Source: an optimization exercise on an open RTL-to-GDS flow (aim: small area, a short achievable clock period and few clock cycles). Production flows keep margins and buffers that such runs may drop.
Function was checked by simulation only, so behaviour that the tests miss may differ from the original.
Power is estimated from default activity; no workload was simulated.

==> design.v <==
module CORDIC_angles_ROM_comb #(
    parameter FIXED_WIDTH = 16,
    parameter ITERATIONS  = 9
)(
    input  wire [$clog2(ITERATIONS):0] which_angle,                   
    output wire signed [FIXED_WIDTH-1:0] angle_out
);
    wire [$clog2(ITERATIONS):0] idx = (which_angle > (ITERATIONS-1)) ? (ITERATIONS-1) : which_angle;
    function [FIXED_WIDTH-1:0] atan_lut;
        input [$clog2(ITERATIONS):0] i;
        begin
            case (i)
                'd0:        atan_lut = 16'b0011001001000100;  
                'd1:        atan_lut = 16'b0001110110101100;  
                'd2:        atan_lut = 16'b0000111110101110;  
                'd3:        atan_lut = 16'b0000011111110101;  
                'd4:        atan_lut = 16'b0000001111111111;  
                'd5:        atan_lut = 16'b0000001000000000;  
                'd6:        atan_lut = 16'b0000000100000000;  
                'd7:        atan_lut = 16'b0000000010000000;  
                'd8:        atan_lut = 16'b0000000001000000;  
                'd9:        atan_lut = 16'b0000000000100000;  
                'd10:       atan_lut = 16'b0000000000010000;  
                default:    atan_lut = 16'b0000000000001000;  
            endcase
        end
    endfunction
    assign angle_out = $signed(atan_lut(idx));
endmodule
module CORDIC_atanh_ROM_comb #(parameter FIXED_WIDTH = 16,
                               parameter ITERATIONS = 9)
                               (
                                    input wire [$clog2(ITERATIONS):0] which_angle,
                                    output wire signed [FIXED_WIDTH-1:0] angle_out
                               );
    wire [$clog2(ITERATIONS):0] idx = (which_angle > (ITERATIONS-1)) ? (ITERATIONS-1) : which_angle;
    function [FIXED_WIDTH-1:0] atanh_lut;
        input [$clog2(ITERATIONS):0] i;
        begin 
            case(i)
                'd1: atanh_lut     = 16'b0010001100101000;      
                'd2: atanh_lut     = 16'b0001000001011001;      
                'd3: atanh_lut     = 16'b0000100000001011;      
                'd4: atanh_lut     = 16'b0000010000000001;      
                'd5: atanh_lut     = 16'b0000001000000000;      
                'd6: atanh_lut     = 16'b0000000100000000;      
                'd7: atanh_lut     = 16'b0000000010000000;      
                'd8: atanh_lut     = 16'b0000000001000000;      
                'd9: atanh_lut     = 16'b0000000000100000;      
                'd10: atanh_lut    = 16'b0000000000010000;      
                'd11: atanh_lut    = 16'b0000000000001000;      
                default: atanh_lut = 16'b0000000000000100;      
            endcase 
        end 
    endfunction
    assign angle_out = $signed(atanh_lut(idx));
endmodule
module CORDIC_iteration #(parameter FIXED_WIDTH = 16,
                          parameter ITERATIONS = 9)
                        (input signed  [FIXED_WIDTH-1:0] x,
                         input signed  [FIXED_WIDTH-1:0] y,
                         input signed  [FIXED_WIDTH-1:0] z,
                         input [$clog2(ITERATIONS):0] shift,
                         input signed [FIXED_WIDTH-1:0] delta_z,
                         input is_sigma_positive,
                         input [1:0] mode, 
                         output reg signed [FIXED_WIDTH-1:0] next_x,
                         output reg signed [FIXED_WIDTH-1:0] next_y,
                         output reg signed [FIXED_WIDTH-1:0] next_z);
        wire [4:0] sh = shift;
        wire signed [FIXED_WIDTH-1:0] x_s = x >>> sh;
        wire signed [FIXED_WIDTH-1:0] y_s = y >>> sh;
        always @(*)
        begin
            next_x = {FIXED_WIDTH{1'b0}};
            next_y = {FIXED_WIDTH{1'b0}};
            next_z = {FIXED_WIDTH{1'b0}};
            case (mode)
                2'b00:
                begin
                    if (is_sigma_positive)
                    begin
                        next_x = x - y_s;
                        next_y = y + x_s; 
                        next_z = z - delta_z;
                    end
                    else 
                    begin 
                        next_x = x + y_s;
                        next_y = y - x_s; 
                        next_z = z + delta_z;
                    end
                end
                2'b01:
                begin
                    if (is_sigma_positive)
                    begin
                        next_x = x;
                        next_y = y + x_s;
                        next_z = z - delta_z;
                    end
                    else 
                    begin
                        next_x = x;
                        next_y = y - x_s;
                        next_z = z + delta_z;
                    end
                end
                2'b10:
                begin
                    if (is_sigma_positive)
                    begin
                        next_x = x + y_s;
                        next_y = y + x_s; 
                        next_z = z - delta_z;
                    end
                    else 
                    begin
                        next_x = x - y_s;
                        next_y = y - x_s;
                        next_z = z + delta_z;
                    end
                end
                default:
                begin
                end
            endcase 
        end
endmodule
module CORDIC #(
    parameter ITERATIONS  = 9,
    parameter FIXED_WIDTH = 16
)(
    input                                   clk,
    input                                   rst_n,
    input                                   start,
    input                                   is_rotating,             
    input [1:0]                             mode,                    
    input [$clog2(FIXED_WIDTH):0]         alpha_one_left_shift,
    input [FIXED_WIDTH-1:0]                 A,
    input [FIXED_WIDTH-1:0]                 B,
    output reg [FIXED_WIDTH-1:0]            out1,
    output reg [FIXED_WIDTH-1:0]            out2,
    output reg                              done
);
    function [FIXED_WIDTH-1:0] abs_tc;
        input signed [FIXED_WIDTH-1:0] v;
        begin
            abs_tc = v[FIXED_WIDTH-1] ? (~v + {{(FIXED_WIDTH-1){1'b0}},1'b1}) : v;
        end
    endfunction
    localparam integer IDX_W = (FIXED_WIDTH <= 1) ? 1 : $clog2(FIXED_WIDTH);
    function [IDX_W:0] msb_index;
        input [FIXED_WIDTH-1:0] v;
        integer i;
        reg hit;
        begin
            msb_index = {(IDX_W+1){1'b0}};
            hit = 1'b0;
            for (i = FIXED_WIDTH-1; i >= 0; i = i - 1) begin
                if (!hit && v[i]) begin
                    msb_index = i[IDX_W:0];  
                    hit = 1'b1;                
                end
            end
        end
    endfunction
    localparam integer ITER_W = $clog2(ITERATIONS);
    reg      [ITER_W:0] iteration;
    wire     last_iter = (iteration == (ITERATIONS-1));
    reg running;
    reg [1:0] mode_latched;
    reg       rot_latched;
    reg  signed [FIXED_WIDTH-1:0] x, y, z;
    wire signed  [FIXED_WIDTH-1:0] next_x, next_y, next_z;
    wire [ITER_W:0] sh_u = iteration;
    wire [ITER_W:0] sh   = (sh_u > (FIXED_WIDTH-1)) ? (FIXED_WIDTH-1) : sh_u;
    wire is_sigma_positive = rot_latched ? ~z[FIXED_WIDTH-1] : y[FIXED_WIDTH-1];
    wire       sh_le_alpha = (sh <= alpha_one_left_shift);
    wire [$clog2(FIXED_WIDTH):0] diff = alpha_one_left_shift - sh[$clog2(FIXED_WIDTH):0];
    wire signed [FIXED_WIDTH-1:0] alpha_linear = sh_le_alpha ? ({{(FIXED_WIDTH-1){1'b0}},1'b1} <<< diff) : '0;
    wire signed [FIXED_WIDTH-1:0] delta_theta_atan;
    CORDIC_angles_ROM_comb #(
        .FIXED_WIDTH(FIXED_WIDTH),
        .ITERATIONS (ITERATIONS)
    ) angles_rom (
        .which_angle(sh),
        .angle_out  (delta_theta_atan)
    );
    wire signed [FIXED_WIDTH-1:0] delta_theta_atanh;
    CORDIC_atanh_ROM_comb #(.FIXED_WIDTH(FIXED_WIDTH),
                            .ITERATIONS(ITERATIONS)) atanh_angles_rom(.which_angle(sh),
                                                                      .angle_out(delta_theta_atanh));
    reg signed [FIXED_WIDTH-1:0] delta_z;
    always @* begin
        case (mode_latched)
            2'b00:   delta_z = delta_theta_atan;
            2'b01:     delta_z = alpha_linear;
            2'b10: delta_z = delta_theta_atanh;
            default:          delta_z = {{(FIXED_WIDTH-1){1'b0}},1'b1};  
        endcase
    end
    CORDIC_iteration #(
        .FIXED_WIDTH(FIXED_WIDTH),
        .ITERATIONS (ITERATIONS)
    ) iter_stage (
        .x(x), .y(y), .z(z),
        .shift(sh),
        .delta_z(delta_z),
        .is_sigma_positive(is_sigma_positive),
        .mode(mode_latched),
        .next_x(next_x), .next_y(next_y), .next_z(next_z)
    );
    localparam signed [FIXED_WIDTH-1:0] K_INV_Q = 16'sd9949;
    localparam signed [FIXED_WIDTH-1:0] K_HYP = 16'b0100110101001000;  
    localparam integer K_W = $clog2(FIXED_WIDTH);
    reg  [K_W:0] k_lat;   
    wire [K_W:0] msb_z = msb_index(abs_tc($signed(B)));
    wire [K_W:0] msb_y = msb_index(abs_tc($signed(B)));
    wire [K_W:0] msb_x = msb_index(abs_tc($signed(A)));
    wire [K_W:0] k_mul = (msb_z >= (alpha_one_left_shift + 1)) ? (msb_z - alpha_one_left_shift) : {(K_W+1){1'b0}};
    wire [K_W:0] k_div = (msb_y > msb_x) ? (msb_y - msb_x) : {(K_W+1){1'b0}};
    wire [K_W:0] k_comb =(mode == 2'b01) ? (is_rotating ? k_mul : k_div) : {(K_W+1){1'b0}};
    wire repeat_signal = (mode == 2'b10 && ((iteration == 4) || (iteration == 13)));
    reg skipped_already;
    always @(*)
    begin
        out1 = 0;
        out2 = 0;
        case (mode)
            2'b00:
            begin
                if (rot_latched)
                begin
                    out1 = x;  
                    out2 = y;  
                end 
                else 
                begin
                    out1 = x;  
                    out2 = z;  
                end
            end
            2'b01:
            begin
               if (rot_latched) begin
                    out1 = $signed(y) <<< k_lat;
                    out2 = z;  
                end 
                else 
                begin
                    out1 = $signed(z) <<< k_lat;
                    out2 = y;  
                end                
            end
            2'b10:
            begin
                if (rot_latched)
                begin
                    out1 = x;
                    out2 = y;
                end 
                else 
                begin
                    out1 = x;
                    out2 = z;
                end
            end
            default:
            begin
                out1 = x;
                out2 = z;
            end 
        endcase
    end
    always @(posedge clk) begin
        if (!rst_n) begin
            running          <= 1'b0;
            iteration        <= 'd0;
            mode_latched     <= 2'b00;
            rot_latched      <= 1'b0;
            x                <= '0; 
            y                <= '0; 
            z                <= '0;
            done             <= 1'b0;
            k_lat            <= {(K_W+1){1'b0}};
            skipped_already  <= 0;
        end else begin
            done             <= 1'b0;
            if (start && !running) begin
                mode_latched    <= mode;
                rot_latched     <= is_rotating;
                k_lat           <= k_comb;        
                iteration       <= 'd0;
                running         <= 1'b1;
                skipped_already <= 0;
                case (mode)
                  2'b00: begin
                      if (is_rotating) begin
                          z <= $signed(A);
                          x <= K_INV_Q; 
                          y <= '0;
                      end else begin
                          x <= $signed(A); 
                          y <= $signed(B); 
                          z <= '0;
                      end
                  end
                  2'b01: begin
                      if (is_rotating) begin
                          x <= $signed(A);
                          y <= '0;
                          z <= $signed($signed(B) >>> k_comb);
                      end else begin
                          x <= $signed(A);
                          y <= $signed($signed(B) >>> k_comb);
                          z <= '0;
                      end
                  end
                  2'b10: begin
                    iteration <= 'd1;
                    if (is_rotating)
                    begin
                        z <= $signed(A);
                        x <= K_HYP;
                        y <= 0;                        
                    end
                    else 
                    begin
                        x <= $signed(A);
                        y <= $signed(B);
                        z <= '0;
                    end
                  end
                  default: begin
                      x <= '0; y <= '0; z <= '0;
                  end
                endcase
            end else if (running) begin
                x <= next_x; 
                y <= next_y;
                z <= next_z;
                if (last_iter) 
                begin
                    running <= 1'b0;
                    done <= 1'b1;
                    skipped_already <= 0;
                end 
                else
                begin
                    if (skipped_already)
                    begin
                        skipped_already <= 0;
                        iteration <= iteration + 1'b1;
                    end
                    else if (repeat_signal)
                    begin
                        iteration <= iteration;
                        skipped_already <= 1;
                    end
                    else
                        iteration <= iteration + 1'b1;
                end
            end
        end
    end
endmodule
`default_nettype none
module tqvp_CORDIC
    #(parameter ITERATIONS=12,
      parameter FIXED_WIDTH=16)
     (
    input         clk,           
    input         rst_n,         
    input  [7:0]  ui_in,         
    output [7:0]  uo_out,        
    input [5:0]   address,       
    input [31:0]  data_in,       
    input [1:0]   data_write_n,  
    input [1:0]   data_read_n,   
    output [31:0] data_out,      
    output        data_ready,
    output        user_interrupt   
);
    reg [1:0] mode_reg;
    reg is_rotating_reg, start_reg;
    reg [FIXED_WIDTH-1:0]           A, B;
    reg [$clog2(FIXED_WIDTH):0]   shift;
    wire [FIXED_WIDTH-1:0]          out1, out2;
    wire                            done;     
    reg                             done_reg;                        
    reg [1:0] status_reg;
    generate
    always @(posedge clk) begin
        if (!rst_n) 
        begin
            mode_reg <= 0;
            is_rotating_reg <= 0;
            start_reg <= 0;
            A <= 0;
            B <= 0;
            shift <= 11;
            done_reg <= 0;
            status_reg <= 0;
        end 
        else
         begin
            done_reg <= done_reg | done;
            start_reg <= 0;
            if (done)
            begin
                status_reg <= 2;
            end
            if (address == 6'h0) 
            begin
               if (data_write_n != 2'b11)
               begin
                    mode_reg <= data_in[2:1];
                    is_rotating_reg <= data_in[3];
                    start_reg <= data_in[0];
                    if (data_in[0] && !done)
                    begin
                        status_reg <= 1;
                    end
               end
            end
            else if (address == 6'h1)
            begin
                if (data_write_n != 2'b11)              A[7:0]   <= data_in[7:0];
                if (data_write_n[1] != data_write_n[0]) A[15:8]  <= data_in[15:8];
            end
            else if (address == 6'h2)
            begin
                if (data_write_n != 2'b11)              B[7:0]   <= data_in[7:0];
                if (data_write_n[1] != data_write_n[0]) B[15:8]  <= data_in[15:8];
            end
            else if (address == 6'h3)
            begin
                if (data_write_n != 2'b11) 
                    shift <= data_in[$clog2(FIXED_WIDTH):0];
            end
        end
    end
    endgenerate
    CORDIC #(
    .ITERATIONS(ITERATIONS),
    .FIXED_WIDTH(FIXED_WIDTH)
    )cordic_module (.clk(clk),
                    .rst_n(rst_n),
                    .start(start_reg),
                    .is_rotating(is_rotating_reg), 
                    .mode(mode_reg),                 
                    .alpha_one_left_shift(shift),    
                    .A(A),                           
                    .B(B),                           
                    .out1(out1),                     
                    .out2(out2),                     
                    .done(done)                      
);
    assign data_out = (address == 6'h0) ? 32'hbadcaffe :
                      (address == 6'h4) ?  { {(32-FIXED_WIDTH){1'b0}}, out1} :
                      (address == 6'h5) ?  { {(32-FIXED_WIDTH){1'b0}}, out2} :
                      (address == 6'h6) ? {30'b0, status_reg} :
                      32'h0;
    assign data_ready = 1;
    assign user_interrupt = done;
    wire _unused = &{data_read_n, 1'b0};
    wire _unused2 = &{ui_in, 1'b0};  
    wire _unused3 = &data_in[31:16];
    assign uo_out = {6'b0, status_reg};
endmodule
==> run.sh <==
#!/bin/bash
# synth_recipe.tcl (not shown) runs the flow's synth.tcl, then flattens the netlist and writes it again
# the make line also repeats each setting of config.mk as NAME=value (left out here)
make -C /OpenROAD-flow-scripts/flow DESIGN_CONFIG=/design/flow/config.mk WORK_HOME=/design/flow/orfs CLKGATE_MAP_FILE= SYNTH_SCRIPT=/design/flow/synth_recipe.tcl finish
==> config.mk <==
export PLATFORM = sky130hd
export DESIGN_NAME = tqvp_CORDIC
export DESIGN_NICKNAME = tqvp_CORDIC
export VERILOG_FILES = /design/flow/design.v
export SDC_FILE = /design/flow/constraint.sdc
export NUM_CORES = 4
export LEC_CHECK = 0
export CAP_MARGIN = 20
export CORE_MARGIN = 2
export CORE_UTILIZATION = 40
export SLEW_MARGIN = 20
==> constraint.sdc <==
create_clock -name core_clock -period 12.0 [get_ports {clk}]
set_input_delay 2.4000 -clock core_clock [delete_from_list [all_inputs] [get_ports {clk}]]
set_output_delay 2.4000 -clock core_clock [all_outputs]
set_load 0.01 [all_outputs]
==> key figures <==
Setup path
  • CP Class: reg2reg
  • Critical path startpoint category: flip-flop
  • Critical Path Slowest Stage Cell: dfxtp_1
  • Worst r2r src: cordic_module.iteration[1]$_SDFFE_PN0P_
  • Most Frequent Cell on Critical Path: ha_1
  • Critical Path AT: 8.35 ns
  • Critical Path Fanout Max: 35
  • Worst r2r dst: cordic_module.z[14]$_SDFFE_PN0P_
  • Reg2reg setup slack: 3.88 ns
  • Slowest Stage Delay on Critical Path: 0.83 ns
  • CP Capture Type: flip-flop
  • R2R cell count: 25
  • Worst EP required: 12.23 ns

Finish
  • Post-route design area: 15,200 sq um
  • P&R area growth vs syn: 6.24%
  • Layout cells sized above 1: 6.48%
  • Fillers: 3,635
  • Nets@finish: 2,029
  • Ant. Diodes: 0
  • Non-Filler Instances: 2,343

Yosys
  • Mapped cell area: 14,400 sq um
  • Synth Flop Type: dfxtp_1
  • Number of synthesized register bits: 107
  • Mapped Cells: 1,943
  • Mean Syn Cell Area: 7.39 sq um
  • Top-count cell post-synth: nor2_1
  • Synth area leaders: dfxtp_1, mux2i_1, ha_1
  • Synthesis Warnings: 5
  • Sequential area share after synthesis: 14.9%
  • Ys async rst share: 0%
  • Largest area contributor in the netlist: dfxtp_1
  • Most instantiated cells after synthesis: nor2_1, nand2_1, o21ai_0, a21oi_1, mux2i_1
  • Post-synthesis cell type count: 102
  • Share of the synthesized area in the top cell type: 14.9%
  • EDFF count, synth: 0

Placed design
  • Placed Instances: 2,327
  • DP Area: 14,900 sq um
  • Global placer's final weighted congestion: 0.994
  • Post-DP HPWL: 41,600 microns
  • PortBufs: 54

Die
  • Initial Util: 40.5%
  • Die ar.: 37,400 sq um
  • Number of placement rows: 69
  • Core area: 35,500 sq um
  • I/O pins: 94
  • Die width: 193 microns
  • Die height: 193 microns

Power and ir drop
  • Leak: 5.91 nW
  • Logic gate share of total power: 15.2%
  • Switching share of power: 30.1%
  • Clk pwr share: 40.8%
  • Total power draw: 0.830 mW
  • Int Pwr: 0.580 mW
  • Sequential power share: 44.0%
  • Switching power: 0.250 mW
  • Pwr dens: 54.4 nW/um^2
  • Max VDD drop: 76.1 uV

Worst hold path
  • Hold Path Sink: status_reg[1]$_SDFF_PN0_
  • Hold_sp: status_reg[1]$_SDFF_PN0_
  • Cell depth of the worst hold path: 2
  • Min-Delay Path Class: reg2reg

Drt
  • WL per Instance: 23.4 microns
  • Vias per inst: 6.49
  • Post-Route WL: 54,700 microns
  • First DRT Iteration DRCs: 1,901
  • DRC: 0
  • Final ANT Viol Nets: 0
  • Via count: 15,196
  • 1st-pass router iterations: 6

CTS
  • Clock sinks: 107
  • Setup bufs post-CTS: 0
  • CTS Hold Bufs: 0
  • CTS H-tree depth: 3
  • Clock Latency Late Sink: 0.38 ns
  • CTS clk-pin slew, worst paths: 0.09 ns
  • Clock buffer depth: 2
  • Num CTS Buffers: 9
  • CTS tree: yes
  • Post-CTS sizing: 0
  • Root Driver: clkbuf_16

Global route
  • GRT Util Overall: 28.1%
  • Initial antenna violation count: 0
  • First-pass GRT wire length: 82,900 microns
  • Gr ovfl total: 0
  • Largest net degree at the start of global routing: 70
  • Number of global-route vias before repair: 14,013

STA
  • Skew final: 0.0188 ns
  • F_max: 0.123 GHz
  • Slew @ Worst Pin: 1.11 ns
  • Fin. Hold Viols: 0
  • Final max-slew violation count: 0
  • Final setup viols: 0
  • Max-slew headroom: 26.2%
  • Min Tclk post-route: 8.12 ns
  • Crit share post-route: 67.6%
  • RSZ-0062 raised after global routing: no
  • Setup_tns: 0 ns

Run
  • Maximum Capacitance Violations: 0

Status
  • Status: finished clean
## critical path: cells and delay by family (launching register included)
kind,cells,cell delay (ns)
AOI/OAI and AO/OA,11,2.38
adders and majority gates,5,1.60
buffers and inverters,2,0.78
DFF,1,0.83
and+or+nand+nor,7,2.37
## cell type report
class	count	area, sq um	area share, %
clock buffer	10	239	1.57
sequential	107	2140	14.1
clock inverter	6	81.3	0.533
timing repair buffer	71	668	4.38
tap	461	577	3.78
multi-input combinational	1611	11200	73.8
inverter	77	292	1.91
## worst max-delay path by stage
stage,startpoint,to,slack [ns],cells past startpoint
2_1_floorplan,cordic_module.iteration[2]$_SDFFE_PN0P_,cordic_module.z[15]$_SDFFE_PN0P_,5.21,34
3_3_place_gp,cordic_module.iteration[1]$_SDFFE_PN0P_,cordic_module.z[14]$_SDFFE_PN0P_,4.13,26
3_5_place_dp,cordic_module.iteration[1]$_SDFFE_PN0P_,cordic_module.z[14]$_SDFFE_PN0P_,4.04,25
4_1_cts,cordic_module.iteration[1]$_SDFFE_PN0P_,cordic_module.z[14]$_SDFFE_PN0P_,3.99,25
5_1_grt,cordic_module.iteration[1]$_SDFFE_PN0P_,cordic_module.z[14]$_SDFFE_PN0P_,3.41,25
6_report,cordic_module.iteration[1]$_SDFFE_PN0P_,cordic_module.z[14]$_SDFFE_PN0P_,3.88,25
## stage by stage
step	setup WS (ns)	hold WS [ns]	utilization (%)
after floorplan	5.21	0.457	-
after global placement	4.13	0.476	42.0
after detailed placement	4.04	0.507	42.0
after CTS	3.99	0.536	42.9
after global routing	3.41	0.547	43.0
final	3.88	0.532	43.0
## power by group through the flow
stage | combinational [mW] | clock [mW] | sequential (mW)
2_1_floorplan | 0.0926 | 0 | 0.367
3_3_place_gp | 0.122 | 0 | 0.373
3_5_place_dp | 0.123 | 0 | 0.373
4_1_cts | 0.124 | 0.340 | 0.365
5_1_grt | 0.137 | 0.352 | 0.366
6_report | 0.126 | 0.338 | 0.365
## routing by layer
layer  vias to the layer above  GRT usage (%)  routed length [microns]
li1                       7078              -                        -
met1                      7139           37.7                    23200
met2                       829           43.4                    23800
met3                       150           4.06                     4710
met4                         0           14.9                     3080
met5                         -              0                        0
## cell usage in the layout, fill, tap and decap left out, types with 13 or more instances in the layout
cell and count:
o21ai_0 148, nand2_1 162, nor2_1 194, nand2b_1 25, xor2_1 33, o221ai_1 16
nand3_1 46, mux4_2 20, nor2b_1 23, a211oi_1 37, and2_1 14, a221oi_1 28
mux2i_1 124, clkdlybuf4s50_1 54, ha_1 93, or3_1 14, buf_4 17, inv_1 69
a31oi_1 34, a21o_1 21, a22oi_1 23, conb_1 14, o21a_1 15, nor3_1 51
nor4_1 13, a21oi_1 142, dfxtp_1 106, o31ai_1 19, xnor2_1 54
## cell families (layout without fill, tap and decap cells)
| kind of cell | Yosys count | count (layout) | share of synthesized area, % |
|---|---|---|---|
| other | 2 | 14 | 0.0523 |
| buffers and inverters | 237 | 164 | 7.25 |
| flip-flops | 107 | 107 | 14.9 |
| XOR/XNOR | 88 | 88 | 5.37 |
| adder cells (fa/ha/maj) | 100 | 100 | 9.08 |
| multiplexers | 156 | 156 | 12.7 |
| AO/OA/AOI/OAI | 638 | 638 | 30.0 |
| AND/OR/NAND/NOR | 615 | 615 | 20.6 |
Testbench counts, summed over its fixed seeds: cycles 30,347.

afterwards: timing with drivers on the ports:
No port has a modelled driver above. Below, the same layout with a new extraction and two added sets of constraints. Step 1 sets driving cells, clkbuf_16 on the clock port and buf_2 on the other inputs (assumed; they add their load-dependent delay and slew). Step 2 also shifts input and output timing later by t, the mid clock arrival at the registers, as if the neighbouring blocks saw the same clock. Slacks: no drivers / after step 1 / after step 2; pairs: no drivers / after step 1.
t, ns: 0.424
setup WS [ns]: 3.882 / 3.882 / 3.882
slew at the worst register clock pin (ns): 0.09 / 0.09
After both steps setup and hold are still met in this run. For this run, drivers alone change the setup slack by 0.000 ns; drivers and shift together by 0.000 ns.
